Source: an optimization exercise on an open RTL-to-GDS flow (aim: small area and a short achievable clock period). Production flows keep margins and buffers that such runs may drop.
In this exercise RTL edits were held to simulation tests only and were not proved equivalent to the original.
Power figures rest on the tool's default switching activity, not on a simulated workload.

## proc
module proc ( 
   halt, imem_addr, dmem_addr, dmem_wdata, dmem_rd, dmem_wr,
   clk, rst, imem_data, dmem_rdata
   );
   input clk;
   input rst;
   output [15:0] imem_addr;
   input  [15:0] imem_data;
   output [15:0] dmem_addr;
   output [15:0] dmem_wdata;
   output        dmem_rd;
   output        dmem_wr;
   input  [15:0] dmem_rdata;
   output        halt;
   localparam [15:0] NOP = 16'h0800;
   reg [15:0] pc, if_ins, if_pc2;
   reg        if_halt;
   reg        k_inva, k_invb, k_cin, k_sum, k_andn, k_xor, k_sh, k_btr, k_seq, k_lt, k_sco, k_lbi, k_slbi;
   reg [1:0]  k_sht;
   reg        k_bnez, k_beqz, k_bltz, k_bgez;
   reg        ex_nsf, ex_jal, ex_nstu, ex_nraw;
   reg [2:0]  ex_dst;
   reg        ex_fwd, ex_m2r, ex_pcsrc, ex_rd, ex_wr, ex_pcimm, ex_jump, ex_halt, ex_link;
   reg [15:0] ex_pc2, ex_imm, ex_rd1, ex_rd2;
   reg        aM, aW, aR;           
   reg        bM, bW, bR, bI;       
   reg        dM, dW, dR;           
   reg [15:0] mem_alu, mem_rd2, mem_pc2;
   reg [2:0]  mem_dst;
  ...
Size: roughly 1,900 cells after synthesis, roughly 380 flip-flops, roughly 85 I/O pins, roughly 20,000 µm² of cells after synthesis.
==> flow/config.mk <==
export PLATFORM = sky130hd
export DESIGN_NAME = proc
export DESIGN_NICKNAME = proc
export VERILOG_FILES = /design/flow/design.v
export SDC_FILE = /design/flow/constraint.sdc
export NUM_CORES = 4
export LEC_CHECK = 0
export CAP_MARGIN = 60
export CORE_MARGIN = 2
export CORE_UTILIZATION = 60
export CTS_BUF_LIST = sky130_fd_sc_hd__clkbuf_16
export CTS_CLUSTER_DIAMETER = 100
export CTS_CLUSTER_SIZE = 30
export SLEW_MARGIN = 60
==> flow/constraint.sdc <==
create_clock -name core_clock -period 11.0 [get_ports {clk}]
set_input_delay 2.2000 -clock core_clock [delete_from_list [all_inputs] [get_ports {clk}]]
set_output_delay 2.2000 -clock core_clock [all_outputs]
set_load 0.01 [all_outputs]
standard.sh (not shown) runs the stock make flow with config.mk's settings and CLKGATE_MAP_FILE= SYNTH_SCRIPT=/design/flow/synth_recipe.tcl, a recipe that flattens the netlist after the stock synthesis.
==> flow/flow/run.sh <==
#!/bin/bash
# The standard layout (the standard.sh: standard synthesis, floorplan,
# placement, CTS, routing) with two changes to how the layout is made:
#  - timing repair aims for a larger setup slack at the design's clock period
#    (the SDC and its clock are unchanged);
#  - every input and output port still gets a buffer, but a plain buf_2
#    instead of the delay cell buffer_ports picks by default.
set -euo pipefail
export SETUP_SLACK_MARGIN=7.5
export BUFFER_PORTS_ARGS="-buffer_cell sky130_fd_sc_hd__buf_2"
bash standard.sh > standard_flow.log 2>&1
The baseline produced a clean layout.
Change:
--- a/flow/flow/run.sh
+++ b/flow/flow/run.sh
@@ -7,5 +7,5 @@
 #    instead of the delay cell buffer_ports picks by default.
 set -euo pipefail
-export SETUP_SLACK_MARGIN=7.5
+export SETUP_SLACK_MARGIN=7.65
 export BUFFER_PORTS_ARGS="-buffer_cell sky130_fd_sc_hd__buf_2"
 bash standard.sh > standard_flow.log 2>&1
--- a/flow/config.mk
+++ b/flow/config.mk
@@ -9,6 +9,4 @@
 export CORE_MARGIN = 2
 export CORE_UTILIZATION = 60
-export CTS_BUF_LIST = sky130_fd_sc_hd__clkbuf_16
-export CTS_CLUSTER_DIAMETER = 100
-export CTS_CLUSTER_SIZE = 30
+export CTS_BUF_LIST = sky130_fd_sc_hd__clkbuf_8
 export SLEW_MARGIN = 60
Result: Maximum frequency shrinks by 0.58%. Global-route usage rises by 0.95 points. Synthesized cell count stays the same. Via count rose by 3.2%. Final area climbs by 7.6%. Power rises by 16%.

* * *

proc again, from the RTL that the note above started with.
==> flow/config.mk <==
export PLATFORM = sky130hd
export DESIGN_NAME = proc
export DESIGN_NICKNAME = proc
export VERILOG_FILES = /design/flow/design.v
export SDC_FILE = /design/flow/constraint.sdc
export NUM_CORES = 4
export LEC_CHECK = 0
export CAP_MARGIN = 60
export CORE_MARGIN = 2
export CORE_UTILIZATION = 60
export CTS_BUF_LIST = sky130_fd_sc_hd__clkbuf_16
export CTS_CLUSTER_DIAMETER = 100
export CTS_CLUSTER_SIZE = 22
export SLEW_MARGIN = 60
==> flow/constraint.sdc <==
create_clock -name core_clock -period 11.0 [get_ports {clk}]
set_input_delay 2.2000 -clock core_clock [delete_from_list [all_inputs] [get_ports {clk}]]
set_output_delay 2.2000 -clock core_clock [all_outputs]
set_load 0.01 [all_outputs]
==> flow/flow/run.sh <==
#!/bin/bash
# The standard layout (the standard.sh: standard synthesis, floorplan,
# placement, CTS, routing) with two changes to how the layout is made:
#  - timing repair aims for a larger setup slack at the design's clock period
#    (the SDC and its clock are unchanged);
#  - every input and output port still gets a buffer, but a plain buf_2
#    instead of the delay cell buffer_ports picks by default.
set -euo pipefail
export SETUP_SLACK_MARGIN=7.5
export BUFFER_PORTS_ARGS="-buffer_cell sky130_fd_sc_hd__buf_2"
bash standard.sh > standard_flow.log 2>&1
The starting point ran to the end with no violations.
Then changed:
Settings changed: CTS_BUF_LIST sky130_fd_sc_hd__clkbuf_16 to sky130_fd_sc_hd__clkbuf_8, CTS_CLUSTER_DIAMETER 100 to unset, CTS_CLUSTER_SIZE 22 to unset.
Outcome: The new run finished clean; total power climbs by 11%; worst setup slack is worse by 5.4 ps; global-route usage increases by 0.41 points; wire length rises by 0.81%; count of clock-buffer cells in the layout goes up by 48; via count goes up by 1.7%; core utilization increases by 1.9 points.

afterwards: timing with drivers on the ports:
Ports are ideal in the flow. The routed layouts listed here were re-timed in OpenROAD.
Step 1: set_driving_cell puts a clkbuf_16 on clk and a buf_2 on each other input, an assumption about the parent block.
Step 2, shift: input delay + t, output delay - t, t = (earliest + latest rising clock arrival at the registers) / 2. This alone moves slack from input paths to output paths.
Slacks: ideal ports / drivers / drivers and shift; pairs: ideal ports / drivers.
run | t (ns) | setup WS [ns] | hold WS [ns] | worst setup path after step 2 | slew at the worst register clock pin (ns)
the first run of note 1 | 0.584 | 7.515 / 7.461 / 7.164 | 0.339 / 0.339 / 0.339 | input to register | 0.12 / 0.12
the second run of note 1 | 0.687 | 7.494 / 7.480 / 7.090 | 0.326 / 0.326 / 0.326 | input to register | 0.07 / 0.07
the first run of note 2 | 0.591 | 7.524 / 7.469 / 7.162 | 0.334 / 0.334 / 0.334 | input to register | 0.10 / 0.10
the second run of note 2 | 0.638 | 7.519 / 7.468 / 7.180 | 0.320 / 0.320 / 0.320 | input to register | 0.06 / 0.06
After both steps setup and hold are still met in every run listed. For the second run of note 1, which loses most, drivers alone change the setup slack by -0.014 ns; drivers and shift together by -0.404 ns.
